What follows belongs to an exercise in optimizing a design on an open flow for a short achievable clock period and few clock cycles; a production flow would make more cautious choices. In this exercise RTL edits were held to simulation tests only and were not proved equivalent to the original. Power and IR drop assume default switching activity.

==> flow/design.v, too long to show whole: its modules and the start of the top module <==
// module mul2s: 2086 lines
// module ksadd: 31 lines
// module mdiv: 129 lines
// module lzc32: 33 lines
// module CPU: 514 lines
module CPU(
    input wire clk,
    input wire rst,
    output wire [19:0] instAddr_o,
    input wire [31:0] inst_i,
    output wire [19:0] dataAddr_o,
    output wire data_WE_n_o,
    output wire data_OE_n_o,
    output wire data_CE_n_o,
    output wire [3:0] data_be_n_o,
    output wire [31:0] data_o,
    input wire [31:0] data_i
);
  // ...
==> flow/flow/run.sh <==
#!/bin/bash
# The standard layout (standard.sh: the standard flow's own synthesis and ORFS steps),
# with the timing repair aiming for more setup slack than the default, so
# that the layout is optimised well below the design's clock period. The
# clock period and all constraints are the design's (constraint.sdc).
set -euo pipefail
bash standard.sh SETUP_SLACK_MARGIN=13 finish > standard_flow.log 2>&1
==> flow/standard.sh <==
#!/bin/bash
# synth_recipe.tcl (not shown) runs the flow's synth.tcl, then flattens the netlist and writes it again
# the make line also repeats each setting of config.mk as NAME=value (left out here)
make -C /OpenROAD-flow-scripts/flow DESIGN_CONFIG=/design/flow/config.mk WORK_HOME=/design/flow/orfs CLKGATE_MAP_FILE= SYNTH_SCRIPT=/design/flow/synth_recipe.tcl "${@:-finish}"
==> flow/config.mk <==
export PLATFORM = sky130hd
export DESIGN_NAME = CPU
export DESIGN_NICKNAME = CPU
export VERILOG_FILES = /design/flow/design.v
export SDC_FILE = /design/flow/constraint.sdc
export NUM_CORES = 8
export LEC_CHECK = 0
export CAP_MARGIN = 50
export CORE_MARGIN = 2
export CORE_UTILIZATION = 30
export PLACE_DENSITY = 0.5
export SLEW_MARGIN = 50
==> flow/constraint.sdc <==
create_clock -name core_clock -period 17.0 [get_ports {clk}]
set_input_delay 3.4000 -clock core_clock [delete_from_list [all_inputs] [get_ports {clk}]]
set_output_delay 3.4000 -clock core_clock [all_outputs]
set_load 0.01 [all_outputs]
==> impl_metrics.yaml, run 1 <==
finish:
  final_cells: 22900
  finalNetCount: 16900
  n_all_buffers: 1886
  multi_input_cells: 11000
  layout-drive-gt1-share_pct: 29.6
  fill_cells: 48500
floorplanning:
  tapCellCount: 6706
  io_pins: 145
pwr:
  powerClk_uw: 5450
  power.internal_uw: 9130
  p_sw_share_pct: 25.5
  pg_comb_uw: 1250
  p_sw_uw: 3120
  powerSeq_uw: 5550
  pwr-share-seq_pct: 45.3
critical_path:
  critPathMaxFanout: 1
  critPathMaxStageDelay_ps: 470
  worstSetupEndpointType: "output port"
  critPathKind: "register to output port"
  critPathTopFamily: "flip-flops"
  r2r_start: "div0.rr[0]"
  crit_start: "e_sdata[7]"
synthesis:
  synth_largest_area_cell: "edfxtp_1"
  muxShareOfSynthArea_pct: 13.4
  synthXorXnorAreaFrac_pct: 3.64
  synth_edf_count: 1464
  yosysMostFrequentCell: "edfxtp_1"
grt:
  met2_usage_pct: 46.3
timing:
  period_share_pct: 29.5
  worst_slew_pin_slew_ps: 884
clock_tree:
  postCtsHoldBufs: 0
  clk_path_buf_depth: 4
outcome:
  status: "finished clean"
Testbench counts, summed over its fixed seeds: cycles 35,080.
==> module CPU, before the edit <==
module CPU(
    input wire clk,
    input wire rst,
    output wire [19:0] instAddr_o,
    input wire [31:0] inst_i,
    output wire [19:0] dataAddr_o,
    output wire data_WE_n_o,
    output wire data_OE_n_o,
    output wire data_CE_n_o,
    output wire [3:0] data_be_n_o,
    output wire [31:0] data_o,
    input wire [31:0] data_i
);
    reg [31:0] pc;
    reg [31:0] d_inst, d_pc, d_pc4;
    reg        e_wen;           
    reg [4:0]  e_dst;
    reg        e_load;
    reg [2:0]  e_ltype;         
    reg        e_store;
    reg [1:0]  e_stype;         
    reg [19:0] e_addr;          
    reg [31:0] e_sdata;
    reg        e_we_n, e_oe_n, e_ce_n;
    reg [3:0]  e_be_n;
    reg [31:0] e_a, e_b;
    reg [13:0] e_op;            
    reg        e_mthi, e_mtlo, e_mult, e_div, e_sgn;
    reg [31:0] e_ma, e_mb;      
    reg        e_msgn;
    reg [31:0] e_da, e_db;      
    reg        e_nq, e_nr;      
    reg        e_late;          
    reg        e_brl;           
    reg [2:0]  e_cond;
    reg        e_pred;          
    reg [31:0] e_alt;           
    reg        e_lhi;
    reg        m_wen;
    reg [4:0]  m_dst;
    reg [31:0] m_res;
    reg        m_mult;
    reg        m_late, m_lhi;
    reg        w_wen;
    reg [4:0]  w_dst;
    reg [31:0] w_res;
    reg [31:0] hi, lo;          
    reg        hi_n, lo_n;      
    reg        dv_nq, dv_nr;
    reg [31:0] rf [0:31];
    localparam OP_ADD = 0, OP_SUB = 1, OP_AND = 2, OP_OR = 3, OP_XOR = 4,
               OP_NOR = 5, OP_SLT = 6, OP_SLTU = 7, OP_SLL = 8, OP_SRL = 9,
               OP_SRA = 10, OP_PASSB = 11, OP_MFHI = 12, OP_MFLO = 13;
    assign instAddr_o = pc[21:2];
    wire [5:0]  op     = d_inst[31:26];
    wire [4:0]  rs     = d_inst[25:21];
    wire [4:0]  rt     = d_inst[20:16];
    wire [4:0]  rd     = d_inst[15:11];
    wire [4:0]  shamt  = d_inst[10:6];
    wire [5:0]  funct  = d_inst[5:0];
    wire [15:0] imm16  = d_inst[15:0];
    wire [31:0] simm   = {{16{imm16[15]}}, imm16};
    wire [31:0] zimm   = {16'b0, imm16};
    wire [31:0] pc4    = d_pc4;
    wire [31:0] pc8    = d_pc4 + 32'd4;
    wire [31:0] f_inst  = inst_i;
    wire [5:0]  f_op    = f_inst[31:26];
    wire [4:0]  f_rs    = f_inst[25:21];
    wire [4:0]  f_rt    = f_inst[20:16];
    wire [4:0]  f_rd    = f_inst[15:11];
    wire [5:0]  f_funct = f_inst[5:0];
    reg        f_rs_use, f_rt_use;  
    reg [1:0]  f_a_sel;           
    reg [1:0]  f_b_sel;           
    reg [2:0]  f_b_kind;          
    reg        f_i_wen;
    reg [4:0]  f_i_dst;
    reg        f_i_load, f_i_store;
    reg [2:0]  f_i_ltype;
    reg [1:0]  f_i_stype;
    reg [13:0] f_i_op;
    reg        f_i_mthi, f_i_mtlo, f_i_mult, f_i_div, f_i_sgn, f_i_mf;
    reg        f_i_br, f_i_jr, f_i_j;        
    reg [2:0]  f_i_cond;                 
    always @(*) begin
        f_rs_use = 1'b0; f_rt_use = 1'b0; f_a_sel = 2'd2; f_b_sel = 2'd2;
        f_b_kind = 3'd0;
        f_i_wen = 1'b0; f_i_dst = f_rd;
        f_i_load = 1'b0; f_i_store = 1'b0; f_i_ltype = 3'd0; f_i_stype = 2'd0;
        f_i_op = 14'b0;
        f_i_mthi = 1'b0; f_i_mtlo = 1'b0; f_i_mult = 1'b0; f_i_div = 1'b0; f_i_sgn = 1'b0; f_i_mf = 1'b0;
        f_i_br = 1'b0; f_i_jr = 1'b0; f_i_j = 1'b0; f_i_cond = 3'd0;
        case (f_op)
            6'h00: begin
                case (f_funct)
                    6'h20, 6'h21: begin f_rs_use = 1; f_a_sel = 0; f_rt_use = 1; f_b_sel = 0; f_i_wen = 1; f_i_op[OP_ADD] = 1; end
                    6'h22, 6'h23: begin f_rs_use = 1; f_a_sel = 0; f_rt_use = 1; f_b_sel = 0; f_i_wen = 1; f_i_op[OP_SUB] = 1; end
                    6'h24: begin f_rs_use = 1; f_a_sel = 0; f_rt_use = 1; f_b_sel = 0; f_i_wen = 1; f_i_op[OP_AND] = 1; end
                    6'h25: begin f_rs_use = 1; f_a_sel = 0; f_rt_use = 1; f_b_sel = 0; f_i_wen = 1; f_i_op[OP_OR] = 1; end
                    6'h26: begin f_rs_use = 1; f_a_sel = 0; f_rt_use = 1; f_b_sel = 0; f_i_wen = 1; f_i_op[OP_XOR] = 1; end
                    6'h27: begin f_rs_use = 1; f_a_sel = 0; f_rt_use = 1; f_b_sel = 0; f_i_wen = 1; f_i_op[OP_NOR] = 1; end
                    6'h2A: begin f_rs_use = 1; f_a_sel = 0; f_rt_use = 1; f_b_sel = 0; f_i_wen = 1; f_i_op[OP_SLT] = 1; end
                    6'h2B: begin f_rs_use = 1; f_a_sel = 0; f_rt_use = 1; f_b_sel = 0; f_i_wen = 1; f_i_op[OP_SLTU] = 1; end
                    6'h00: begin f_rt_use = 1; f_a_sel = 1; f_b_kind = 3'd1; f_i_wen = 1; f_i_op[OP_SLL] = 1; end
                    6'h02: begin f_rt_use = 1; f_a_sel = 1; f_b_kind = 3'd1; f_i_wen = 1; f_i_op[OP_SRL] = 1; end
                    6'h03: begin f_rt_use = 1; f_a_sel = 1; f_b_kind = 3'd1; f_i_wen = 1; f_i_op[OP_SRA] = 1; end
                    6'h04: begin f_rt_use = 1; f_a_sel = 1; f_rs_use = 1; f_b_sel = 1; f_i_wen = 1; f_i_op[OP_SLL] = 1; end
                    6'h06: begin f_rt_use = 1; f_a_sel = 1; f_rs_use = 1; f_b_sel = 1; f_i_wen = 1; f_i_op[OP_SRL] = 1; end
                    6'h07: begin f_rt_use = 1; f_a_sel = 1; f_rs_use = 1; f_b_sel = 1; f_i_wen = 1; f_i_op[OP_SRA] = 1; end
                    6'h18: begin f_rs_use = 1; f_a_sel = 0; f_rt_use = 1; f_b_sel = 0; f_i_mult = 1; f_i_sgn = 1; end
                    6'h19: begin f_rs_use = 1; f_a_sel = 0; f_rt_use = 1; f_b_sel = 0; f_i_mult = 1; end
                    6'h1A: begin f_rs_use = 1; f_a_sel = 0; f_rt_use = 1; f_b_sel = 0; f_i_div = 1; f_i_sgn = 1; end
                    6'h1B: begin f_rs_use = 1; f_a_sel = 0; f_rt_use = 1; f_b_sel = 0; f_i_div = 1; end
                    6'h10: begin f_i_wen = 1; f_i_op[OP_MFHI] = 1; f_i_mf = 1; end
                    6'h12: begin f_i_wen = 1; f_i_op[OP_MFLO] = 1; f_i_mf = 1; end
                    6'h11: begin f_rs_use = 1; f_a_sel = 0; f_i_mthi = 1; end
                    6'h13: begin f_rs_use = 1; f_a_sel = 0; f_i_mtlo = 1; end
                    6'h08: begin f_rs_use = 1; f_a_sel = 0; f_i_jr = 1; end
                    6'h09: begin f_rs_use = 1; f_a_sel = 0; f_i_jr = 1; f_i_wen = 1; f_b_kind = 3'd5; f_i_op[OP_PASSB] = 1; end
                    default: ;
                endcase
            end
            6'h01: begin
                case (f_rt)
                    5'h00: begin f_rs_use = 1; f_a_sel = 0; f_i_br = 1; f_i_cond = 3'd4; end
                    5'h01: begin f_rs_use = 1; f_a_sel = 0; f_i_br = 1; f_i_cond = 3'd5; end
                    5'h10: begin f_rs_use = 1; f_a_sel = 0; f_i_br = 1; f_i_cond = 3'd4; f_i_wen = 1; f_i_dst = 5'd31; f_b_kind = 3'd5; f_i_op[OP_PASSB] = 1; end
                    5'h11: begin f_rs_use = 1; f_a_sel = 0; f_i_br = 1; f_i_cond = 3'd5; f_i_wen = 1; f_i_dst = 5'd31; f_b_kind = 3'd5; f_i_op[OP_PASSB] = 1; end
                    default: ;
                endcase
            end
            6'h02: begin f_i_j = 1; end
            6'h03: begin f_i_j = 1; f_i_wen = 1; f_i_dst = 5'd31; f_b_kind = 3'd5; f_i_op[OP_PASSB] = 1; end
            6'h04: begin f_rs_use = 1; f_a_sel = 0; f_rt_use = 1; f_b_sel = 0; f_i_br = 1; f_i_cond = 3'd0; end
            6'h05: begin f_rs_use = 1; f_a_sel = 0; f_rt_use = 1; f_b_sel = 0; f_i_br = 1; f_i_cond = 3'd1; end
            6'h06: begin f_rs_use = 1; f_a_sel = 0; f_i_br = 1; f_i_cond = 3'd2; end
            6'h07: begin f_rs_use = 1; f_a_sel = 0; f_i_br = 1; f_i_cond = 3'd3; end
            6'h08, 6'h09: begin f_rs_use = 1; f_a_sel = 0; f_b_kind = 3'd2; f_i_wen = 1; f_i_dst = f_rt; f_i_op[OP_ADD] = 1; end
            6'h0A: begin f_rs_use = 1; f_a_sel = 0; f_b_kind = 3'd2; f_i_wen = 1; f_i_dst = f_rt; f_i_op[OP_SLT] = 1; end
            6'h0B: begin f_rs_use = 1; f_a_sel = 0; f_b_kind = 3'd2; f_i_wen = 1; f_i_dst = f_rt; f_i_op[OP_SLTU] = 1; end
            6'h0C: begin f_rs_use = 1; f_a_sel = 0; f_b_kind = 3'd3; f_i_wen = 1; f_i_dst = f_rt; f_i_op[OP_AND] = 1; end
            6'h0D: begin f_rs_use = 1; f_a_sel = 0; f_b_kind = 3'd3; f_i_wen = 1; f_i_dst = f_rt; f_i_op[OP_OR] = 1; end
            6'h0E: begin f_rs_use = 1; f_a_sel = 0; f_b_kind = 3'd3; f_i_wen = 1; f_i_dst = f_rt; f_i_op[OP_XOR] = 1; end
            6'h0F: begin f_b_kind = 3'd4; f_i_wen = 1; f_i_dst = f_rt; f_i_op[OP_PASSB] = 1; end
            6'h23: begin f_rs_use = 1; f_a_sel = 0; f_i_wen = 1; f_i_dst = f_rt; f_i_load = 1; f_i_ltype = 3'd0; end
            6'h20: begin f_rs_use = 1; f_a_sel = 0; f_i_wen = 1; f_i_dst = f_rt; f_i_load = 1; f_i_ltype = 3'd1; end
            6'h24: begin f_rs_use = 1; f_a_sel = 0; f_i_wen = 1; f_i_dst = f_rt; f_i_load = 1; f_i_ltype = 3'd2; end
            6'h21: begin f_rs_use = 1; f_a_sel = 0; f_i_wen = 1; f_i_dst = f_rt; f_i_load = 1; f_i_ltype = 3'd3; end
            6'h25: begin f_rs_use = 1; f_a_sel = 0; f_i_wen = 1; f_i_dst = f_rt; f_i_load = 1; f_i_ltype = 3'd4; end
            6'h2B: begin f_rs_use = 1; f_a_sel = 0; f_rt_use = 1; f_b_sel = 0; f_i_store = 1; f_i_stype = 2'd0; end
            6'h28: begin f_rs_use = 1; f_a_sel = 0; f_rt_use = 1; f_b_sel = 0; f_i_store = 1; f_i_stype = 2'd1; end
            6'h29: begin f_rs_use = 1; f_a_sel = 0; f_rt_use = 1; f_b_sel = 0; f_i_store = 1; f_i_stype = 2'd2; end
            default: ;
        endcase
    end
    wire f_wen_nz = f_i_wen && (f_i_dst != 5'd0);
    wire f_s_nz = f_rs_use && (f_rs != 5'd0);
    wire f_t_nz = f_rt_use && (f_rt != 5'd0);
    reg        s_nz, t_nz;
    reg [1:0]  a_sel, b_sel;
    reg [2:0]  b_kind;
    reg        i_wen_nz;
    reg [4:0]  i_dst;
    reg        i_load, i_store;
    reg [2:0]  i_ltype;
    reg [1:0]  i_stype;
    reg [13:0] i_op;
    reg        i_mthi, i_mtlo, i_mult, i_div, i_sgn, i_mf;
    reg        i_br, i_jr, i_j;
    reg [2:0]  i_cond;
    reg [31:0] b_imm;
    always @(*) begin
        case (b_kind)
            3'd1: b_imm = {27'b0, shamt};
            3'd2: b_imm = simm;
            3'd3: b_imm = zimm;
            3'd4: b_imm = {imm16, 16'b0};
            3'd5: b_imm = pc8;
            default: b_imm = 32'b0;
        endcase
    end
    reg  h_se, h_te, h_sm, h_tm, h_sw, h_tw;
    wire s_hit_e = h_se;
    wire t_hit_e = h_te;
    wire e_lres = e_late;       
    wire m_lres = m_late;
    wire s_hit_m = h_sm;
    wire t_hit_m = h_tm;
    wire s_hit_w = h_sw;
    wire t_hit_w = h_tw;
    reg  [31:0] d_sv, d_tv;
    wire [31:0] rf_s = d_sv;
    wire [31:0] rf_t = d_tv;
    wire [31:0] id_s = !s_nz ? 32'b0 :
                       (s_hit_m && !m_lres) ? m_res :
                       s_hit_w ? w_res : rf_s;
    wire [31:0] id_t = !t_nz ? 32'b0 :
                       (t_hit_m && !m_lres) ? m_res :
                       t_hit_w ? w_res : rf_t;
    wire [31:0] id_a = (a_sel == 2'd0) ? id_s : (a_sel == 2'd1) ? id_t : 32'b0;
    wire [31:0] id_b = (b_sel == 2'd0) ? id_t : (b_sel == 2'd1) ? id_s : b_imm;
    wire a_hit_e = (a_sel == 2'd0) ? s_hit_e : (a_sel == 2'd1) ? t_hit_e : 1'b0;
    wire b_hit_e = (b_sel == 2'd0) ? t_hit_e : (b_sel == 2'd1) ? s_hit_e : 1'b0;
    wire a_hit_ml = m_lres && ((a_sel == 2'd0) ? s_hit_m : (a_sel == 2'd1) ? t_hit_m : 1'b0);
    wire b_hit_ml = m_lres && ((b_sel == 2'd0) ? t_hit_m : (b_sel == 2'd1) ? s_hit_m : 1'b0);
    wire [31:0] ex_a = e_a;
    wire [31:0] ex_b = e_b;
    wire [31:0] hi_v = hi_n ? (32'b0 - hi) : hi;
    wire [31:0] lo_v = lo_n ? (32'b0 - lo) : lo;
    wire [31:0] ex_sum, ex_dif;
    wire        ex_geu;
    ksadd #(32) alu_add(.a(ex_a), .b(ex_b), .ci(1'b0), .s(ex_sum), .co());
    ksadd #(32) alu_sub(.a(ex_a), .b(~ex_b), .ci(1'b1), .s(ex_dif), .co(ex_geu));
    wire        ex_ltu = !ex_geu;
    wire        ex_lts = (ex_a[31] != ex_b[31]) ? ex_a[31] : ex_ltu;
    wire        sh_big = |ex_b[31:5];
    wire [31:0] ex_sll = sh_big ? 32'b0 : (ex_a << ex_b[4:0]);
    wire [31:0] ex_srl = sh_big ? 32'b0 : (ex_a >> ex_b[4:0]);
    wire signed [31:0] ex_sra0 = $signed(ex_a) >>> ex_b[4:0];
    wire [31:0] ex_sra = sh_big ? {32{ex_a[31]}} : ex_sra0;
    wire [31:0] ex_res =
          ({32{e_op[OP_ADD]}}   & ex_sum)
        | ({32{e_op[OP_SUB]}}   & ex_dif)
        | ({32{e_op[OP_AND]}}   & (ex_a & ex_b))
        | ({32{e_op[OP_OR]}}    & (ex_a | ex_b))
        | ({32{e_op[OP_XOR]}}   & (ex_a ^ ex_b))
        | ({32{e_op[OP_NOR]}}   & ~(ex_a | ex_b))
        | ({32{e_op[OP_SLT]}}   & {31'b0, ex_lts})
        | ({32{e_op[OP_SLTU]}}  & {31'b0, ex_ltu})
        | ({32{e_op[OP_SLL]}}   & ex_sll)
        | ({32{e_op[OP_SRL]}}   & ex_srl)
        | ({32{e_op[OP_SRA]}}   & ex_sra)
        | ({32{e_op[OP_PASSB]}} & ex_b)
        | ({32{e_op[OP_MFHI]}}  & hi_v)
        | ({32{e_op[OP_MFLO]}}  & lo_v);
    reg taken_ex;
    always @(*) begin
        case (e_cond)
            3'd0: taken_ex = (ex_a == ex_b);
            3'd1: taken_ex = (ex_a != ex_b);
            3'd2: taken_ex = ex_a[31] || (ex_a == 32'b0);
            3'd3: taken_ex = !ex_a[31] && (ex_a != 32'b0);
            3'd4: taken_ex = ex_a[31];
            default: taken_ex = !ex_a[31];
        endcase
    end
    wire mispredict = e_brl && (taken_ex != e_pred);
    wire e_logic = e_op[OP_AND] | e_op[OP_OR] | e_op[OP_XOR] | e_op[OP_NOR] | e_op[OP_PASSB]
                 | e_op[OP_MFHI] | e_op[OP_MFLO];
    wire [31:0] ex_logic =
          ({32{e_op[OP_AND]}}   & (ex_a & ex_b))
        | ({32{e_op[OP_OR]}}    & (ex_a | ex_b))
        | ({32{e_op[OP_XOR]}}   & (ex_a ^ ex_b))
        | ({32{e_op[OP_NOR]}}   & ~(ex_a | ex_b))
        | ({32{e_op[OP_PASSB]}} & ex_b)
        | ({32{e_op[OP_MFHI]}}  & hi_v)
        | ({32{e_op[OP_MFLO]}}  & lo_v);
    wire [31:0] sum_t = (ex_a ^ ex_b) ^ {ex_a[30:0] | ex_b[30:0], 1'b0};
    wire        sum_zero = ~|sum_t;    
    wire        sum_neg = ex_sum[31];
    wire [63:0] mul_res;
    mul2s mul0(.clk(clk), .sgn(e_msgn), .a(e_ma), .b(e_mb), .p(mul_res));
    assign dataAddr_o  = e_addr;
    assign data_o      = e_sdata;
    assign data_WE_n_o = e_we_n;
    assign data_OE_n_o = e_oe_n;
    assign data_CE_n_o = e_ce_n;
    assign data_be_n_o = e_be_n;
    reg [31:0] ld_val;
    always @(*) begin
        case (e_ltype)
            3'd1: ld_val = {{24{data_i[7]}}, data_i[7:0]};
            3'd2: ld_val = {24'b0, data_i[31:24]};
            3'd3: ld_val = {{16{data_i[15]}}, data_i[15:0]};
            3'd4: ld_val = {16'b0, data_i[31:16]};
            default: ld_val = data_i;
        endcase
    end
    wire [31:0] ex_out = e_load ? ld_val : ex_res;
    wire [31:0] late_res = m_lhi ? mul_res[63:32] : mul_res[31:0];
    wire        dv_busy, dv_done, dv_zero_q;
    wire [31:0] dv_q, dv_r;
    mdiv div0(
        .clk(clk), .rst(rst),
        .start(e_div), .na(e_da), .nb(e_db),
        .busy(dv_busy), .done(dv_done), .zero_q(dv_zero_q), .q(dv_q), .r(dv_r)
    );
    wire i_hilo = i_mf | i_mthi | i_mtlo | i_mult | i_div;
    wire stall_load = e_lres && (s_hit_e || t_hit_e);
    wire i_mem = i_load | i_store;
    wire e_orp = e_op[OP_OR] | e_op[OP_AND] | e_op[OP_PASSB];
    wire [31:0] ex_orp = ({32{e_op[OP_OR]}} & (ex_a | ex_b))
                       | ({32{e_op[OP_AND]}} & (ex_a & ex_b))
                       | ({32{e_op[OP_PASSB]}} & ex_b);
    wire [31:0] fs = s_hit_e ? ex_orp : id_s;
    wire [31:0] ft = t_hit_e ? ex_orp : id_t;
    wire [31:0] id_addr;
    ksadd #(22) agu(.a(fs[21:0]), .b(simm[21:0]), .ci(1'b0), .s(id_addr[21:0]), .co());
    assign id_addr[31:22] = 10'b0;
    wire stall_mem = (i_mem && ((s_hit_e && !e_orp) || (s_hit_m && m_lres)))
                   || (i_store && ((t_hit_e && !e_logic) || (t_hit_m && m_lres)));
    wire [31:0] sd = t_hit_e ? ex_logic : id_t;
    wire i_ctl_reg = i_br | i_jr;
    wire i_regop = i_mult | i_div;
    wire br_zadd = (i_cond[2] | i_cond[1]) && s_hit_e && e_op[OP_ADD];
    wire jr_fwd = i_jr && s_hit_e && e_logic;
    wire br_late = i_br && (s_hit_e || t_hit_e) && !e_lres && !br_zadd;
    wire stall_br = (i_ctl_reg && m_lres && (s_hit_m || t_hit_m))
                  || (i_jr && s_hit_e && !e_logic)
                  || i_regop && ((m_lres && (s_hit_m || t_hit_m)) || ((s_hit_e || t_hit_e) && !e_orp))
                  || (e_brl && (i_br || i_jr || i_j));
    wire stall_hilo = i_hilo && ((e_div && !dv_zero_q) || (dv_busy && !dv_done));
    wire stall = stall_load || stall_br || stall_hilo || stall_mem;
    wire [31:0] br_a = id_s;
    wire [31:0] br_b = id_t;
    wire ba_neg  = br_zadd ? sum_neg : br_a[31];
    wire ba_zero = br_zadd ? sum_zero : (br_a == 32'b0);
    reg taken;
    always @(*) begin
        case (i_cond)
            3'd0: taken = (br_a == br_b);
            3'd1: taken = (br_a != br_b);
            3'd2: taken = ba_neg || ba_zero;
            3'd3: taken = !ba_neg && !ba_zero;
            3'd4: taken = ba_neg;
            default: taken = !ba_neg;
        endcase
    end
    wire [31:0] br_target;
    ksadd #(32) bta(.a(pc4), .b({simm[29:0], 2'b00}), .ci(1'b0), .s(br_target), .co());
    wire [31:0] j_target  = {pc4[31:28], d_inst[25:0], 2'b00};
    wire pred = simm[31];       
    always @(posedge clk) begin
        if (rst) begin
            pc <= 32'h80000000;
            d_inst <= 32'b0;
            d_pc <= 32'b0;
            d_pc4 <= 32'b0;
            s_nz <= 1'b0; t_nz <= 1'b0; a_sel <= 2'd2; b_sel <= 2'd2; b_kind <= 3'd0;
            i_wen_nz <= 1'b0; i_dst <= 5'd0; i_load <= 1'b0; i_store <= 1'b0;
            i_ltype <= 3'd0; i_stype <= 2'd0; i_op <= 14'b0;
            i_mthi <= 1'b0; i_mtlo <= 1'b0; i_mult <= 1'b0; i_div <= 1'b0; i_sgn <= 1'b0; i_mf <= 1'b0;
            i_br <= 1'b0; i_jr <= 1'b0; i_j <= 1'b0; i_cond <= 3'd0;
            h_se <= 1'b0; h_te <= 1'b0; h_sm <= 1'b0; h_tm <= 1'b0; h_sw <= 1'b0; h_tw <= 1'b0;
        end else begin
            if (!stall) begin
                h_se <= f_s_nz && !mispredict && i_wen_nz && (i_dst == f_rs);
                h_te <= f_t_nz && !mispredict && i_wen_nz && (i_dst == f_rt);
                h_sm <= f_s_nz && !mispredict && e_wen && (e_dst == f_rs);
                h_tm <= f_t_nz && !mispredict && e_wen && (e_dst == f_rt);
                h_sw <= f_s_nz && !mispredict && m_wen && (m_dst == f_rs);
                h_tw <= f_t_nz && !mispredict && m_wen && (m_dst == f_rt);
            end else begin
                h_se <= 1'b0;
                h_te <= 1'b0;
                h_sm <= s_nz && e_wen && (e_dst == rs);
                h_tm <= t_nz && e_wen && (e_dst == rt);
                h_sw <= s_nz && m_wen && (m_dst == rs);
                h_tw <= t_nz && m_wen && (m_dst == rt);
            end
            if (mispredict) pc <= e_alt;
            else if (!stall) begin
                if (i_j) pc <= j_target;
                else if (i_jr) pc <= jr_fwd ? ex_logic : br_a;
                else if (i_br && (br_late ? pred : taken)) pc <= br_target;
                else pc <= pc + 32'd4;
            end
            if (!stall) begin
                d_sv <= (w_wen && w_dst == f_rs) ? w_res : rf[f_rs];
                d_tv <= (w_wen && w_dst == f_rt) ? w_res : rf[f_rt];
            end else begin
                if (w_wen && w_dst == rs) d_sv <= w_res;
                if (w_wen && w_dst == rt) d_tv <= w_res;
            end
            if (!stall) begin
                d_inst <= mispredict ? 32'b0 : inst_i;
                d_pc <= pc;
                d_pc4 <= pc + 32'd4;
                s_nz <= f_s_nz && !mispredict;
                t_nz <= f_t_nz && !mispredict;
                a_sel <= f_a_sel;
                b_sel <= f_b_sel;
                b_kind <= f_b_kind;
                i_wen_nz <= f_wen_nz && !mispredict;
                i_dst <= f_i_dst;
                i_load <= f_i_load && !mispredict;
                i_store <= f_i_store && !mispredict;
                i_ltype <= f_i_ltype;
                i_stype <= f_i_stype;
                i_op <= mispredict ? 14'b0 : f_i_op;
                i_mthi <= f_i_mthi && !mispredict;
                i_mtlo <= f_i_mtlo && !mispredict;
                i_mult <= f_i_mult && !mispredict;
                i_div <= f_i_div && !mispredict;
                i_sgn <= f_i_sgn;
                i_mf <= f_i_mf && !mispredict;
                i_br <= f_i_br && !mispredict;
                i_jr <= f_i_jr && !mispredict;
                i_j <= f_i_j && !mispredict;
                i_cond <= f_i_cond;
            end
        end
    end
    always @(posedge clk) begin
        if (rst || stall) begin
            e_wen <= 1'b0;
            e_load <= 1'b0;
            e_store <= 1'b0;
            e_we_n <= 1'b1;
            e_oe_n <= 1'b1;
            e_ce_n <= 1'b1;
            e_be_n <= 4'b1111;
            e_mthi <= 1'b0;
            e_mtlo <= 1'b0;
            e_mult <= 1'b0;
            e_div <= 1'b0;
            e_late <= 1'b0;
            e_brl <= 1'b0;
            e_op <= 14'b0;
        end else begin
            e_brl <= br_late;
            e_late <= i_mf && e_mult;
            e_wen <= i_wen_nz;
            e_load <= i_load;
            e_store <= i_store;
            e_we_n <= !i_store;
            e_oe_n <= !i_load;
            e_ce_n <= !(i_load || i_store);
            e_be_n <= !i_store ? 4'b1111 :
                      (i_stype == 2'd1) ? 4'b1110 :
                      (i_stype == 2'd2) ? 4'b1100 : 4'b0000;
            e_mthi <= i_mthi;
            e_mtlo <= i_mtlo;
            e_mult <= i_mult;
            e_div <= i_div;
            e_op <= i_op;
        end
        e_dst <= i_dst;
        e_ltype <= i_ltype;
        e_stype <= i_stype;
        e_addr <= id_addr[21:2];
        e_sdata <= sd;
        e_sgn <= i_sgn;
        e_a <= a_hit_e ? ex_out : a_hit_ml ? late_res : id_a;
        e_b <= b_hit_e ? ex_out : b_hit_ml ? late_res : id_b;
        e_lhi <= i_op[OP_MFHI];
        e_cond <= i_cond;
        e_pred <= pred;
        e_alt <= pred ? pc + 32'd4 : br_target;
        if (i_mult) begin
            e_ma <= fs;
            e_mb <= ft;
            e_msgn <= i_sgn;
        end
        if (i_div) begin
            e_da <= (i_sgn && fs[31]) ? (32'b0 - fs) : fs;
            e_db <= (i_sgn && ft[31]) ? (32'b0 - ft) : ft;
            e_nq <= i_sgn && (fs[31] ^ ft[31]);
            e_nr <= i_sgn && fs[31];
        end
    end
    always @(posedge clk) begin
        if (rst) begin
            m_wen <= 1'b0;
            m_mult <= 1'b0;
            m_late <= 1'b0;
        end else begin
            m_wen <= e_wen;
            m_mult <= e_mult;
            m_late <= e_late;
        end
        m_dst <= e_dst;
        m_lhi <= e_lhi;
        m_res <= ex_out;
    end
    always @(posedge clk) begin
        if (rst) begin
            w_wen <= 1'b0;
        end else begin
            w_wen <= m_wen;
        end
        w_dst <= m_dst;
        w_res <= m_late ? late_res : m_res;
    end
    always @(posedge clk) begin
        if (w_wen) rf[w_dst] <= w_res;
    end
    always @(posedge clk) begin
        if (e_div) begin
            dv_nq <= e_nq;
            dv_nr <= e_nr;
        end
        if (!rst) begin
            if (e_mthi) begin
                hi <= ex_a; hi_n <= 1'b0;
            end else if (e_div && dv_done) begin
                hi <= dv_r; hi_n <= e_nr;
            end else if (m_mult) begin
                hi <= mul_res[63:32]; hi_n <= 1'b0;
            end else if (dv_done) begin
                hi <= dv_r; hi_n <= dv_nr;
            end
            if (e_mtlo) begin
                lo <= ex_a; lo_n <= 1'b0;
            end else if (e_div && dv_done) begin
                lo <= dv_q; lo_n <= e_nq;
            end else if (m_mult) begin
                lo <= mul_res[31:0]; lo_n <= 1'b0;
            end else if (dv_done) begin
                lo <= dv_q; lo_n <= dv_nq;
            end
        end
    end
endmodule
==> run 2: changes to the inputs <==
--- a/flow/design.v
+++ b/flow/design.v
@@ -2433,6 +2433,16 @@
         endcase
     end
     wire f_wen_nz = f_i_wen && (f_i_dst != 5'd0);
+    reg [31:0] rf_fs, rf_ft;
+    integer ri;
+    always @(*) begin
+        rf_fs = 32'b0;
+        rf_ft = 32'b0;
+        for (ri = 1; ri < 32; ri = ri + 1) begin
+            rf_fs = rf_fs | (rf[ri] & {32{f_rs == ri[4:0]}});
+            rf_ft = rf_ft | (rf[ri] & {32{f_rt == ri[4:0]}});
+        end
+    end
     wire f_s_nz = f_rs_use && (f_rs != 5'd0);
     wire f_t_nz = f_rt_use && (f_rt != 5'd0);
     reg        s_nz, t_nz;
@@ -2459,6 +2469,8 @@
         endcase
     end
     reg  h_se, h_te, h_sm, h_tm, h_sw, h_tw;
+    reg  h_sx, h_tx;            
+    reg  [31:0] x_res;
     wire s_hit_e = h_se;
     wire t_hit_e = h_te;
     wire e_lres = e_late;       
@@ -2472,10 +2484,10 @@
     wire [31:0] rf_t = d_tv;
     wire [31:0] id_s = !s_nz ? 32'b0 :
                        (s_hit_m && !m_lres) ? m_res :
-                       s_hit_w ? w_res : rf_s;
+                       s_hit_w ? w_res : h_sx ? x_res : rf_s;
     wire [31:0] id_t = !t_nz ? 32'b0 :
                        (t_hit_m && !m_lres) ? m_res :
-                       t_hit_w ? w_res : rf_t;
+                       t_hit_w ? w_res : h_tx ? x_res : rf_t;
     wire [31:0] id_a = (a_sel == 2'd0) ? id_s : (a_sel == 2'd1) ? id_t : 32'b0;
     wire [31:0] id_b = (b_sel == 2'd0) ? id_t : (b_sel == 2'd1) ? id_s : b_imm;
     wire a_hit_e = (a_sel == 2'd0) ? s_hit_e : (a_sel == 2'd1) ? t_hit_e : 1'b0;
@@ -2565,7 +2577,7 @@
         .busy(dv_busy), .done(dv_done), .zero_q(dv_zero_q), .q(dv_q), .r(dv_r)
     );
     wire i_hilo = i_mf | i_mthi | i_mtlo | i_mult | i_div;
-    wire stall_load = e_lres && (s_hit_e || t_hit_e);
+    wire stall_load = (e_lres && (s_hit_e || t_hit_e)) || (m_lres && (s_hit_m || t_hit_m));
     wire i_mem = i_load | i_store;
     wire e_orp = e_op[OP_OR] | e_op[OP_AND] | e_op[OP_PASSB];
     wire [31:0] ex_orp = ({32{e_op[OP_OR]}} & (ex_a | ex_b))
@@ -2621,7 +2633,9 @@
             i_mthi <= 1'b0; i_mtlo <= 1'b0; i_mult <= 1'b0; i_div <= 1'b0; i_sgn <= 1'b0; i_mf <= 1'b0;
             i_br <= 1'b0; i_jr <= 1'b0; i_j <= 1'b0; i_cond <= 3'd0;
             h_se <= 1'b0; h_te <= 1'b0; h_sm <= 1'b0; h_tm <= 1'b0; h_sw <= 1'b0; h_tw <= 1'b0;
+            h_sx <= 1'b0; h_tx <= 1'b0;
         end else begin
+            x_res <= w_res;
             if (!stall) begin
                 h_se <= f_s_nz && !mispredict && i_wen_nz && (i_dst == f_rs);
                 h_te <= f_t_nz && !mispredict && i_wen_nz && (i_dst == f_rt);
@@ -2629,6 +2643,8 @@
                 h_tm <= f_t_nz && !mispredict && e_wen && (e_dst == f_rt);
                 h_sw <= f_s_nz && !mispredict && m_wen && (m_dst == f_rs);
                 h_tw <= f_t_nz && !mispredict && m_wen && (m_dst == f_rt);
+                h_sx <= f_s_nz && !mispredict && w_wen && (w_dst == f_rs);
+                h_tx <= f_t_nz && !mispredict && w_wen && (w_dst == f_rt);
             end else begin
                 h_se <= 1'b0;
                 h_te <= 1'b0;
@@ -2636,6 +2652,8 @@
                 h_tm <= t_nz && e_wen && (e_dst == rt);
                 h_sw <= s_nz && m_wen && (m_dst == rs);
                 h_tw <= t_nz && m_wen && (m_dst == rt);
+                h_sx <= 1'b0;    
+                h_tx <= 1'b0;
             end
             if (mispredict) pc <= e_alt;
             else if (!stall) begin
@@ -2645,11 +2663,13 @@
                 else pc <= pc + 32'd4;
             end
             if (!stall) begin
-                d_sv <= (w_wen && w_dst == f_rs) ? w_res : rf[f_rs];
-                d_tv <= (w_wen && w_dst == f_rt) ? w_res : rf[f_rt];
+                d_sv <= rf_fs;
+                d_tv <= rf_ft;
             end else begin
                 if (w_wen && w_dst == rs) d_sv <= w_res;
+                else if (h_sx) d_sv <= x_res;
                 if (w_wen && w_dst == rt) d_tv <= w_res;
+                else if (h_tx) d_tv <= x_res;
             end
             if (!stall) begin
                 d_inst <= mispredict ? 32'b0 : inst_i;
@@ -2720,8 +2740,8 @@
         e_addr <= id_addr[21:2];
         e_sdata <= sd;
         e_sgn <= i_sgn;
-        e_a <= a_hit_e ? ex_out : a_hit_ml ? late_res : id_a;
-        e_b <= b_hit_e ? ex_out : b_hit_ml ? late_res : id_b;
+        e_a <= a_hit_e ? ex_out : id_a;
+        e_b <= b_hit_e ? ex_out : id_b;
         e_lhi <= i_op[OP_MFHI];
         e_cond <= i_cond;
         e_pred <= pred;
--- a/flow/config.mk
+++ b/flow/config.mk
@@ -8,5 +8,7 @@
 export CAP_MARGIN = 50
 export CORE_MARGIN = 2
 export CORE_UTILIZATION = 30
+export CTS_CLUSTER_DIAMETER = 100
+export CTS_CLUSTER_SIZE = 20
 export PLACE_DENSITY = 0.5
 export SLEW_MARGIN = 50
==> impl_metrics.yaml, run 2 <==
clock_tree:
  clk_latency_ps: 1020
  cts_made_buffers: 151
  postCtsHoldBufs: 0
  clk_path_buf_depth: 4
  cts_tree: "yes"
  cts.clk_slew.worst_paths_ps: 90
  root_buffer: "clkbuf_16"
  clock-sinks: 2106
  htreeDepth: 4
synthesis:
  syn-cell-area_um2: 147000
  yosys_warnings: 7
  synth-main-ff-cell: "edfxtp_1"
  yosysSeqAreaShare_pct: 38.7
  synth_top_cell_area_share_pct: 30.0
  syn_avg_cell_area_um2: 9.22
  synth_area_leaders: "edfxtp_1 (30%), dfxtp_1 (8.8%), fa_1 (6.4%), a21oi_1 (4.3%), ha_1 (3.8%)"
  synthTopCellsByCount: "edfxtp_1 (1464), nor2_1 (1387), nand2_1 (1302), a21oi_1 (1270), clkbuf_1 (1152)"
  netlist_instances: 15900
  synth-seq-cells: 2106
  synth_cell_types: 101
  async_reset_ff_share_pct: 0
  synth_largest_area_cell: "edfxtp_1"
  yosysMostFrequentCell: "edfxtp_1"
  synth_nets: 16900
  synth_edf_count: 1464
timing:
  worst_slew_pin_slew_ps: 927
  slew_viol_final: 0
  tns_ps: 0
  grt_setup_unrepaired: "true"
  hold_viol_final: 0
  min_period_ps: 5030
  fin_worst_skew_ps: 129
  fmax_mhz: 199
  slew_headroom_pct: 38.0
  setup_viol: 0
  period_share_pct: 29.6
place:
  numPortBuffers: 144
  dpl.hpwl_um: 600000
  routabilityCongestion: 1.10
detailed_routing:
  first_iter_violations: 26200
  firstDrtPassIters: 13
  via_per_inst: 6.62
  drc: 0
  wl_um: 966000
  wl_per_cell_um: 41.1
  vias: 156000
  ant_nets: 0
critical_path:
  cp.arrival_ps: 1630
  rrSetupSlack_ps: 12390
  critPathKind: "register to output port"
  crit_path_start_kind: "register"
  critPathTopFamily: "flip-flops"
  crit_chain: "buf_6"
  critPathMaxStageDelay_ps: 470
  worstSetupEndpointType: "output port"
  critPathMaxFanout: 1
  cp_slowest_cell: "dfxtp_4"
  crit_required_ps: 13600
  critPathBufInv: 1
pwr:
  cellPowerDensity_nw_per_um2: 54.9
  p_leak_uw: 0.0715
  p_total_uw: 10700
  ir_worst_vdd_uv: 72.8
finish:
  largest_reg_flops: 992
  final_cell_mix: "edfxtp_1 (1464), nand2_1 (1227), nor2_1 (1203), buf_4 (1107), a21oi_1 (1062)"
  seqCellArea_um2: 57100
  syn2layout_area_growth_pct: 33.4
  final_util_pct: 40.2
  fill_cells: 46900
  finalNetCount: 17800
  layout-drive-gt1-share_pct: 28.4
  final_common_cell: "edfxtp_1"
  multi_input_area_um2: 94400
  regMostFlops: "rf"
grt:
  overflow: 0
  grt_pass1_vias: 140000
  antenna_found_initial: 101
  grt_pass1_wl_um: 1270000
  grt_util_all_layers_pct: 37.4
  grt_max_degree: 174
outcome:
  status: "finished clean"
hold_path:
  hp-class: "register to register"
floorplanning:
  io_pins: 145
  start_util_pct: 30.2
  die_area_um2: 495000
  chipWidth_um: 703
  die_h_um: 703
  coreArea_um2: 487000
  num_rows: 256
job:
  cap_violations: 0
-- run 2: changes by cell type after synthesis, moves of 95 or more --
cell / before / now
mux4_2: 707 / 25
a222oi_1: 22 / 117
a22oi_1: 275 / 506
a221oi_1: 192 / 485
nand4_1: 88 / 218
a22o_1: 44 / 337
-- run 2: metal layers --
layer	routed length [µm]	vias to the layer above	share of wire, %	global-route usage [%]
met5	485	-	0.050	0.476
met4	115000	36	12	34.0
met3	124000	4785	13	15.3
met2	400000	13300	41	54.7
met1	327000	76100	34	41.5
li1	-	61400	-	-
-- run 2: cell type report --
class	instances	share of cell area, %
Multi-Input combinational cell	11600	48.2
Sequential cell	2106	29.1
Timing Repair Buffer	2214	14.3
Tap cell	6450	4.12
Clock buffer	193	2.09
Inverter	794	1.64
Clock inverter	53	0.307
Antenna cell	102	0.130
Timing Repair inverter	1	0.00447
-- run 2: final timing paths --
path              startpoint        endpoint  cells past startpoint
setup / recovery  e_addr[12]  dataAddr_o[12]                      1
hold / removal         e_lhi           m_lhi                      0
setup reg to reg     e_op[3]      e_addr[16]                     17
hold reg to reg        e_lhi           m_lhi                      0
-- run 2: timing repair --
action                                  4_1_cts  5_1_grt
setup buffers                               865      334
resized for setup                          2956      992
endpoints found under the setup margin      922      654
cloned                                      173       24
pin swaps                                   731      660
-- run 2: logic make-up after synthesis --
| logic type | count (synthesis) | share of synthesized area, % |
|---|---|---|
| flops | 2106 | 38.7 |
| buf+inv | 2238 | 5.82 |
| mux | 444 | 3.35 |
| xor+xnor | 649 | 3.87 |
| simple gates | 4124 | 12.7 |
| compound gates | 5342 | 24.7 |
| fa+ha+maj | 1013 | 10.8 |
-- run 2: through the flow --
stage / hold slack (ps) / cell area [µm²] / worst slack [ps] / cells
2_1_floorplan: 310 / 150000 / 11990 / 15900
3_3_place_gp: 312 / 158000 / 9740 / 21700
3_5_place_dp: 329 / 160000 / 10070 / 21700
4_1_cts: 316 / 188000 / 12030 / 23000
5_1_grt: 316 / 196000 / 12020 / 23400
6_report: 320 / 196000 / 11970 / 23500
-- run 2: power breakdown --
part	internal [µW]	leakage, µW	switching (µW)	total, µW
Combinational	468	0.0507	771	1240
Clock	1780	0.00227	2180	3960
Sequential	5480	0.0185	62.5	5540
Total	7730	0.0715	3010	10700
Testbench counts of run 2, summed over its fixed seeds: cycles 35,090.
==> run 3: changes to the inputs <==
--- a/flow/design.v
+++ b/flow/design.v
@@ -2492,8 +2492,6 @@
     wire [31:0] id_b = (b_sel == 2'd0) ? id_t : (b_sel == 2'd1) ? id_s : b_imm;
     wire a_hit_e = (a_sel == 2'd0) ? s_hit_e : (a_sel == 2'd1) ? t_hit_e : 1'b0;
     wire b_hit_e = (b_sel == 2'd0) ? t_hit_e : (b_sel == 2'd1) ? s_hit_e : 1'b0;
-    wire a_hit_ml = m_lres && ((a_sel == 2'd0) ? s_hit_m : (a_sel == 2'd1) ? t_hit_m : 1'b0);
-    wire b_hit_ml = m_lres && ((b_sel == 2'd0) ? t_hit_m : (b_sel == 2'd1) ? s_hit_m : 1'b0);
     wire [31:0] ex_a = e_a;
     wire [31:0] ex_b = e_b;
     wire [31:0] hi_v = hi_n ? (32'b0 - hi) : hi;
--- a/flow/config.mk
+++ b/flow/config.mk
@@ -8,7 +8,5 @@
 export CAP_MARGIN = 50
 export CORE_MARGIN = 2
 export CORE_UTILIZATION = 30
-export CTS_CLUSTER_DIAMETER = 100
-export CTS_CLUSTER_SIZE = 20
 export PLACE_DENSITY = 0.5
 export SLEW_MARGIN = 50
==> impl_metrics.yaml, run 3 <==
outcome:
  status: "finished clean"
detailed_routing:
  met3_length_um: 129000
  drt-met1-wl_um: 349000
  vias: 160000
  wl_um: 1040000
  firstDrtPassIters: 13
  top_layer: "met5"
  first_iter_violations: 25400
  routed-wl-met2_um: 429000
  via_per_inst: 6.71
  drc: 0
  ant_nets: 0
  wl_per_cell_um: 43.5
pwr:
  p_comb_share_pct: 7.7
  p_sw_share_pct: 26.3
  ir_worst_vdd_uv: 88.3
  cellPowerDensity_nw_per_um2: 62.6
  pwr-share-clk_pct: 48.6
  p_leak_uw: 0.0762
  power.internal_uw: 9330
  p_total_uw: 12700
  p_sw_uw: 3330
  pwr-share-seq_pct: 43.7
job:
  cap_violations: 0
synthesis:
  synthXorXnorAreaFrac_pct: 3.70
  synth-main-ff-cell: "edfxtp_1"
  synth_top_family_by_area: "compound AO/OA/AOI/OAI gates"
  synth_nets: 16900
  muxShareOfSynthArea_pct: 3.56
  yosysMostFrequentCell: "edfxtp_1"
  yosys_warnings: 7
  synth_edf_count: 1464
  synth_top_cell_area_share_pct: 29.7
  async_reset_ff_share_pct: 0
  synth-seq-cells: 2106
  syn-cell-area_um2: 148000
  syn_avg_cell_area_um2: 9.32
  yosysSeqAreaShare_pct: 38.4
  synth_area_leaders: "edfxtp_1 (30%), dfxtp_1 (8.7%), fa_1 (6.3%), a21oi_1 (4.1%), a221oi_1 (3.8%)"
  yosys.area_share.adder_pct: 10.7
  netlist_instances: 15900
  synth_cell_types: 114
  synth_largest_area_cell: "edfxtp_1"
  synth-simple-area-share_pct: 12.3
  synthTopCellsByCount: "edfxtp_1 (1464), nor2_1 (1381), a21oi_1 (1223), nand2_1 (1222), clkbuf_1 (1162)"
  synth_compound_gate_area_share_pct: 25.4
timing:
  whs_ps: 335
  setup_viol: 0
  min_period_ps: 4980
  fmax_mhz: 201
  fin_worst_skew_ps: 159
  worst_slew_pin_slew_ps: 887
  setup_ws_ps: 12020
  period_share_pct: 29.3
  grt_setup_unrepaired: "true"
  slew_headroom_pct: 40.4
  hold_viol_final: 0
  slew_viol_final: 0
  tns_ps: 0
floorplanning:
  coreArea_um2: 493000
  chipWidth_um: 707
  io_pins: 145
  start_util_pct: 30.1
  die_h_um: 707
  die_area_um2: 499000
  num_rows: 258
place:
  numPortBuffers: 144
  routabilityCongestion: 1.06
  dp_cells: 21800
  dp_slack_ps: 10080
  dpl.hpwl_um: 637000
finish:
  final_cell_mix: "edfxtp_1 (1464), nor2_1 (1215), nand2_1 (1174), buf_4 (1140), a21oi_1 (1082)"
  fill_cells: 47400
  final_common_cell: "edfxtp_1"
  multi_input_area_um2: 95400
  seqCellArea_um2: 57100
  finalNetCount: 18000
  regMostFlops: "rf"
  syn2layout_area_growth_pct: 36.5
  final_cells: 23800
  largest_reg_flops: 992
  layout-drive-gt1-share_pct: 29.2
clock_tree:
  clock-sinks: 2106
  cts_tree: "yes"
  cts.clk_slew.worst_paths_ps: 60
  cts_made_buffers: 266
  clk_latency_ps: 1070
  root_buffer: "clkbuf_16"
  clk_path_buf_depth: 4
  htreeDepth: 5
critical_path:
  critPathMaxFanout: 1
  crit_path_start_kind: "register"
  cp_slowest_cell: "dfxtp_4"
  critPathKind: "register to output port"
  crit_required_ps: 13600
  critPathMaxStageDelay_ps: 400
  cp.arrival_ps: 1580
  critPathBufInv: 1
  worstSetupEndpointType: "output port"
  critPathTopFamily: "flip-flops"
  crit_chain: "buf_6"
grt:
  grt_pass1_wl_um: 1340000
  grt_max_degree: 175
  grt_pass1_vias: 144000
  grt_util_all_layers_pct: 39.1
  overflow: 0
  antenna_found_initial: 146
hold_path:
  hp-class: "register to register"
run 3: cell types whose count changed after synthesis, sizes merged, moves of 47 or more:
cell,change
nand3,-68
a22o,+152
nand2,-79
xnor2,-58
a21oi,-47
a22oi,-195
a221oi,+157
run 3: what timing repair did:
action                      CTS  global route
gates resized for setup    2924           918
gates cloned                172            30
pin swaps                   687           654
setup endpoints to repair   765           543
setup buffers               821           415
hold buffers                  0             0
run 3: final timing paths:
| path | slack (ps) | cells past startpoint | start | endpoint |
|---|---|---|---|---|
| max | 12020 | 1 | e_addr[19] | dataAddr_o[19] |
| max reg2reg | 12490 | 16 | e_a[26] | pc[4] |
| min | 340 | 0 | e_lhi | m_lhi |
| min reg2reg | 340 | 0 | e_lhi | m_lhi |
run 3: logic make-up (layout without fill, tap and decap cells):
family	count (synthesis)	in the layout
muxes	430	430
adders and majority gates	1014	1014
xor gates and xnor gates	625	625
buffers and inverters	2239	3540
AOI/OAI and AO/OA	5464	5464
and+or+nand+nor	4013	4015
other	0	133
DFF	2106	2106
run 3: per-layer routing:
layer  vias to the layer above  track usage, %
met4                        66            36.6
met3                      5130            15.3
met2                     13700            57.6
li1                      62200               -
met5                         -           0.721
met1                     78700            43.1
run 3: final cells by class:
| cell class | count | share of cell area [%] |
|---|---|---|
| Multi-Input combinational cell | 11500 | 47.2 |
| Sequential cell | 2106 | 28.2 |
| Timing Repair Buffer | 2267 | 14.3 |
| Tap cell | 6500 | 4.02 |
| Clock buffer | 316 | 3.50 |
| Inverter | 791 | 1.60 |
| Clock inverter | 166 | 0.990 |
| Antenna cell | 133 | 0.165 |
run 3: through the flow:
stage          util [%]  area, µm²
2_1_floorplan         -     151000
5_1_grt            41.0     202000
6_report           41.0     202000
3_5_place_dp       32.8     161000
4_1_cts            39.2     193000
3_3_place_gp       32.3     159000
run 3: power groups by stage:
stage                     clock (µW)  combinational, µW  sequential, µW
after floorplan                    0                335            5620
after global placement             0                637            5640
after detailed placement           0                645            5640
after CTS                       6140                849            5530
after global routing            6340                968            5530
final                           6150                975            5530
Testbench counts of run 3, summed over its fixed seeds: cycles 35,090.
==> run 4: changes to the inputs <==
--- a/flow/config.mk
+++ b/flow/config.mk
@@ -7,6 +7,6 @@
 export LEC_CHECK = 0
 export CAP_MARGIN = 50
 export CORE_MARGIN = 2
-export CORE_UTILIZATION = 30
-export PLACE_DENSITY = 0.5
+export CORE_UTILIZATION = 40
+export PLACE_DENSITY = 0.55
 export SLEW_MARGIN = 50
==> impl_metrics.yaml, run 4 <==
outcome:
  status: "finished clean"
synthesis:
  synth_top_family_by_area: "compound AO/OA/AOI/OAI gates"
  synth-seq-cells: 2106
  async_reset_ff_share_pct: 0
  synth_nets: 16900
  muxShareOfSynthArea_pct: 3.56
  yosys.area_share.adder_pct: 10.7
  syn-cell-area_um2: 148000
  synthXorXnorAreaFrac_pct: 3.70
  synth_edf_count: 1464
  synthTopCellsByCount: "edfxtp_1 (1464), nor2_1 (1381), a21oi_1 (1223), nand2_1 (1222), clkbuf_1 (1162)"
  syn_avg_cell_area_um2: 9.32
  synth_top_cell_area_share_pct: 29.7
  synth_largest_area_cell: "edfxtp_1"
  synth_area_leaders: "edfxtp_1 (30%), dfxtp_1 (8.7%), fa_1 (6.3%), a21oi_1 (4.1%), a221oi_1 (3.8%)"
  synth-simple-area-share_pct: 12.3
  yosys_warnings: 7
  synth-main-ff-cell: "edfxtp_1"
  synth_compound_gate_area_share_pct: 25.4
  yosysSeqAreaShare_pct: 38.4
  synth_cell_types: 114
  yosysMostFrequentCell: "edfxtp_1"
  netlist_instances: 15900
place:
  numPortBuffers: 144
  place_area_um2: 159000
  dpl.hpwl_um: 601000
  dp_cells: 20200
  routabilityCongestion: 1.05
  dp_slack_ps: 10180
timing:
  hold_viol_final: 0
  min_period_ps: 4980
  fmax_mhz: 201
  setup_ws_ps: 12020
  tns_ps: 0
  slew_headroom_pct: 40.6
  setup_viol: 0
  period_share_pct: 29.3
  slew_viol_final: 0
  grt_setup_unrepaired: "true"
  fin_worst_skew_ps: 105
  worst_slew_pin_slew_ps: 874
finish:
  syn2layout_area_growth_pct: 34.2
  regMostFlops: "rf"
  final_util_pct: 53.9
  largest_reg_flops: 992
  final_cell_mix: "edfxtp_1 (1464), nor2_1 (1197), nand2_1 (1168), a21oi_1 (1072), buf_4 (1062)"
  finalNetCount: 17800
  stdcell_area_um2: 199000
  final_cells: 22200
  layout-drive-gt1-share_pct: 29.2
  final_common_cell: "edfxtp_1"
  fill_cells: 32400
floorplanning:
  num_rows: 223
  chipWidth_um: 613
  coreArea_um2: 369000
  die_h_um: 613
  io_pins: 145
  start_util_pct: 40.2
  die_area_um2: 375000
detailed_routing:
  vias: 160000
  via_per_inst: 7.21
  wl_um: 984000
  firstDrtPassIters: 13
  ant_nets: 0
  first_iter_violations: 28600
  drc: 0
  wl_per_cell_um: 44.4
critical_path:
  path_common_cell: "buf_12"
  critPathKind: "input port to register"
  crit_required_ps: 17740
  critPathMaxFanout: 6
  crit_path_start_kind: "input port"
  cp_slowest_cell: "a222oi_1"
  critPathMaxStageDelay_ps: 480
  crit_chain: "buf_12 > buf_12 > or3b_4 > buf_6 > nor2_4 > buf_12 > buf_6 > buf_16 > a222oi_1 > nand4_1 > nor3_2 > a21oi_1"
  worstSetupEndpointType: "register"
  cp.arrival_ps: 5720
clock_tree:
  clk_path_buf_depth: 4
  cts.clk_slew.worst_paths_ps: 70
  cts_tree: "yes"
  postCtsHoldBufs: 0
  htreeDepth: 4
  cts_made_buffers: 245
  clock-sinks: 2106
  root_buffer: "clkbuf_16"
  clk_latency_ps: 1030
job:
  cap_violations: 0
grt:
  grt_pass1_vias: 143000
  grt_pass1_wl_um: 1300000
  antenna_found_initial: 130
  grt_max_degree: 81
  overflow: 0
  grt_util_all_layers_pct: 50.6
pwr:
  p_comb_share_pct: 7.8
  p_sw_share_pct: 25.6
  ir_worst_vdd_uv: 95.0
  p_leak_uw: 0.0755
  cellPowerDensity_nw_per_um2: 61.4
  pwr-share-seq_pct: 45.3
  power.internal_uw: 9080
  p_sw_uw: 3130
  pwr-share-clk_pct: 46.9
hold_path:
  hp-class: "register to register"
==> run 4: cell families (layout without fill, tap and decap cells) <==
logic type | count (synthesis) | after routing
buffers and inverters | 2239 | 3421
flip-flops | 2106 | 2106
AND/OR/NAND/NOR | 4013 | 4020
adder cells (fa/ha/maj) | 1014 | 1014
AO/OA/AOI/OAI | 5464 | 5464
other | 0 | 136
multiplexers | 430 | 430
XOR/XNOR | 625 | 625
==> run 4: routing by layer <==
layer  vias up  part of all wire (%)  wire (µm)  track usage, %
met5         -                 0.073        717           0.839
met4        58                    12     118000            46.1
met2     15000                    40     398000            71.9
li1      61900                     -          -               -
met3      5449                    14     141000            22.8
met1     77300                    33     326000            56.4
==> run 4: power groups by stage <==
stage	Clock (µW)	Combinational [µW]	Sequential, µW
2_1_floorplan	0	335	5620
5_1_grt	5900	945	5530
4_1_cts	5700	797	5530
6_report	5730	947	5530
3_3_place_gp	0	608	5640
3_5_place_dp	0	614	5640
==> run 4: through the flow <==
stage | hold slack [ps] | total power [µW]
4_1_cts | 330 | 12000
3_5_place_dp | 316 | 6250
3_3_place_gp | 313 | 6250
6_report | 331 | 12200
2_1_floorplan | 310 | 5950
5_1_grt | 341 | 12400
==> run 4: layout make-up <==
class,count,area (µm²),share of cell area (%)
Inverter,791,3190,1.61
Clock buffer,300,6600,3.32
Multi-Input combinational cell,11600,95600,48.1
Clock inverter,154,1790,0.903
Tap cell,4950,6190,3.12
Sequential cell,2106,57100,28.7
Timing Repair Buffer,2176,27900,14.0
Antenna cell,136,340,0.171
==> run 4: final timing paths <==
check                           startpoint         end  slack, ps  depth (start not counted)
worst min register to register       e_lhi       m_lhi        330                          0
worst min-delay path                 e_lhi       m_lhi        330                          0
worst max register to register     e_mb[9]  mul0.r42_1      12500                         13
worst max-delay path            inst_i[18]    d_tv[20]      12020                         12
==> run 4: critical path, delay by kind of cell <==
| kind | cells | cell delay (ps) |
|---|---|---|
| compound gates | 2 | 560 |
| simple gates | 4 | 930 |
| buf+inv | 6 | 790 |
==> run 4: repair_timing <==
action / CTS / global route
setup buffers: 850 / 361
pin swaps: 693 / 625
gates resized for setup: 2976 / 980
cloned: 177 / 15
endpoints found under the setup margin: 847 / 534
==> run 5: changes to the inputs <==
--- a/flow/flow/run.sh
+++ b/flow/flow/run.sh
@@ -4,4 +4,4 @@
 # that the layout is optimised well below the design's clock period. The
 # clock period and all constraints are the design's (constraint.sdc).
 set -euo pipefail
-bash standard.sh SETUP_SLACK_MARGIN=13 finish > standard_flow.log 2>&1
+bash standard.sh SETUP_SLACK_MARGIN=14 finish > standard_flow.log 2>&1
--- a/flow/config.mk
+++ b/flow/config.mk
@@ -7,6 +7,6 @@
 export LEC_CHECK = 0
 export CAP_MARGIN = 50
 export CORE_MARGIN = 2
-export CORE_UTILIZATION = 40
-export PLACE_DENSITY = 0.55
+export CORE_UTILIZATION = 30
+export PLACE_DENSITY = 0.5
 export SLEW_MARGIN = 50
==> impl_metrics.yaml, run 5 <==
outcome:
  status: "finished clean"
detailed_routing:
  drc: 0
  wl_um: 1080000
  via_per_inst: 6.81
  first_iter_violations: 27900
  wl_per_cell_um: 43.9
  firstDrtPassIters: 14
  ant_nets: 0
  vias: 167000
synthesis:
  yosysSeqAreaShare_pct: 38.4
  synth_edf_count: 1464
  synth_nets: 16900
  yosysMostFrequentCell: "edfxtp_1"
  syn_avg_cell_area_um2: 9.32
  synth_area_leaders: "edfxtp_1 (30%), dfxtp_1 (8.7%), fa_1 (6.3%), a21oi_1 (4.1%), a221oi_1 (3.8%)"
  syn-cell-area_um2: 148000
  synth_cell_types: 114
  async_reset_ff_share_pct: 0
  netlist_instances: 15900
  synth_top_cell_area_share_pct: 29.7
  synth-seq-cells: 2106
  synth_largest_area_cell: "edfxtp_1"
  yosys_warnings: 7
  synth-main-ff-cell: "edfxtp_1"
  synthTopCellsByCount: "edfxtp_1 (1464), nor2_1 (1381), a21oi_1 (1223), nand2_1 (1222), clkbuf_1 (1162)"
critical_path:
  crit_required_ps: 13600
  worstSetupEndpointType: "output port"
  crit_chain: "buf_6"
  critPathKind: "register to output port"
  crit_path_start_kind: "register"
  critPathTopFamily: "flip-flops"
  cp.arrival_ps: 1600
  critPathMaxStageDelay_ps: 370
  critPathBufInv: 1
  critPathMaxFanout: 2
  cp_slowest_cell: "dfxtp_4"
timing:
  whs_ps: 328
  period_share_pct: 29.4
  fin_worst_skew_ps: 121
  hold_viol_final: 0
  min_period_ps: 5000
  worst_slew_pin_slew_ps: 1080
  fmax_mhz: 200
  slew_headroom_pct: 27.8
  grt_setup_unrepaired: "true"
  setup_viol: 0
  tns_ps: 0
  slew_viol_final: 0
pwr:
  p_comb_share_pct: 8.7
  cellPowerDensity_nw_per_um2: 57.6
  p_total_uw: 12700
  pwr-share-clk_pct: 47.6
  power.internal_uw: 9320
  p_sw_share_pct: 26.5
  p_leak_uw: 0.0828
  ir_worst_vdd_uv: 84.9
  p_sw_uw: 3350
  pwr-share-seq_pct: 43.6
place:
  routabilityCongestion: 1.05
  dpl.hpwl_um: 633000
  numPortBuffers: 144
clock_tree:
  cts.clk_slew.worst_paths_ps: 60
  root_buffer: "clkbuf_16"
  cts_made_buffers: 267
  clk_path_buf_depth: 4
  clock-sinks: 2106
  cts_tree: "yes"
  htreeDepth: 5
  clk_latency_ps: 1110
grt:
  antenna_found_initial: 122
  busiest_layer: "met2"
  grt_pass1_wl_um: 1400000
  grt_use_met3_pct: 17.1
  grt_pass1_vias: 151000
  grtUsageMet1_pct: 44.2
  met2_usage_pct: 59.4
  grt_max_degree: 173
  overflow: 0
  grt_util_all_layers_pct: 40.6
finish:
  final_cell_mix: "edfxtp_1 (1464), buf_4 (1356), nor2_1 (1116), nand2_1 (1111), a21oi_1 (936)"
  layout-drive-gt1-share_pct: 38.6
  largest_reg_flops: 992
  syn2layout_area_growth_pct: 48.6
  final_common_cell: "edfxtp_1"
  finalNetCount: 18700
  regMostFlops: "rf"
  final_util_pct: 44.7
floorplanning:
  die_h_um: 707
  die_area_um2: 499000
  coreArea_um2: 493000
  chipWidth_um: 707
  num_rows: 258
  start_util_pct: 30.1
  io_pins: 145
hold_path:
  hp-class: "register to register"
job:
  cap_violations: 0
-- run 5: final timing paths --
kind	from	to	slack [ps]	cells after the start
setup / recovery	pc[2]	instAddr_o[0]	12000	1
hold / removal	e_lhi	m_lhi	330	0
setup reg to reg	h_sx	e_da[25]	12500	18
hold reg to reg	e_lhi	m_lhi	330	0
-- run 5: timing repair --
| action | 4_1_cts | 5_1_grt |
|---|---|---|
| gates cloned | 264 | 35 |
| hold buffers | 0 | 0 |
| endpoints found under the setup margin | 1064 | 987 |
| setup buffers | 1370 | 535 |
| resized for setup | 4361 | 1314 |
| endpoints found under the hold margin | 0 | 0 |
| pin swaps | 1146 | 878 |
-- run 5: area by class of cell --
class	count	area [µm²]
clock buffer	334	7240
timing repair buffer	3023	39400
timing repair inverter	2	25.0
tap	6500	8130
inverter	791	3260
antenna	113	283
fill	45700	272000
clock inverter	144	1710
sequential	2106	57200
multi-input combinational	11600	103000
-- run 5: through the flow --
| stage | setup WS (ps) | std cells | cell area (µm²) |
|---|---|---|---|
| 6_report | 12000 | 24600 | 220000 |
| 5_1_grt | 11800 | 24500 | 220000 |
| 4_1_cts | 12060 | 23900 | 208000 |
| 3_5_place_dp | 10000 | 21800 | 163000 |
| 3_3_place_gp | 9900 | 21700 | 161000 |
| 2_1_floorplan | 11980 | 15900 | 155000 |
-- run 5: kinds of logic after synthesis --
kind of cell / share of synthesized area, %
AOI/OAI and AO/OA: 25.4
and+or+nand+nor: 12.3
buffers and inverters: 5.86
DFF: 38.4
adders and majority gates: 10.7
xor gates and xnor gates: 3.70
muxes: 3.56
-- run 5: metal layers --
layer	vias up	part of all wire, %
met5	-	0.15
met4	76	12
met3	6036	13
met2	15300	41
met1	82100	33
li1	63800	-
-- run 5: worst register-to-register path: cells and delay by family (launching register included) --
family / cells / cell delay (ps)
AO/OA/AOI/OAI: 3 / 300
flip-flops: 1 / 360
multiplexers: 2 / 820
AND/OR/NAND/NOR: 5 / 1430
buffers and inverters: 7 / 1110
XOR/XNOR: 1 / 150
-- run 5: power groups by stage --
stage	sequential [µW]	combinational, µW	clock (µW)
floorplan	5620	351	0
global placement	5640	645	0
detailed placement	5640	655	0
CTS	5530	940	6030
global route	5530	1100	6230
finish	5530	1110	6040

==> static timing again, ports no longer ideal <==
Ports are ideal in the flow. The routed layouts listed here were re-timed in OpenROAD. Step 1, drivers: a clkbuf_16 drives clk and a buf_2 each remaining input, both assumed. Step 2 also shifts input and output timing later by t, the mid clock arrival at the registers, as if the neighbouring blocks saw the same clock. a / b / c = ideal / step 1 / step 2; a / b = the first two.
run	shift t [ns]	slack for setup (ns)	worst hold slack (ns)	worst setup path after step 2	pins driven straight from the clock port
run 1	1.095	11.993 / 11.864 / 11.156	0.216 / 0.216 / 0.216	input to register	1
run 2	1.097	11.972 / 11.841 / 11.125	0.320 / 0.320 / 0.320	input to register	1
run 3	1.110	12.024 / 11.911 / 11.151	0.335 / 0.335 / 0.335	input to register	1
run 4	1.109	12.016 / 11.989 / 10.988	0.331 / 0.331 / 0.331	input to register	1
run 5	1.157	12.003 / 11.896 / 11.066	0.328 / 0.328 / 0.328	input to register	1
After both steps every run listed still meets setup and hold. For run 4, which loses most, drivers alone change the setup slack by -0.027 ns; drivers and shift together by -1.028 ns.
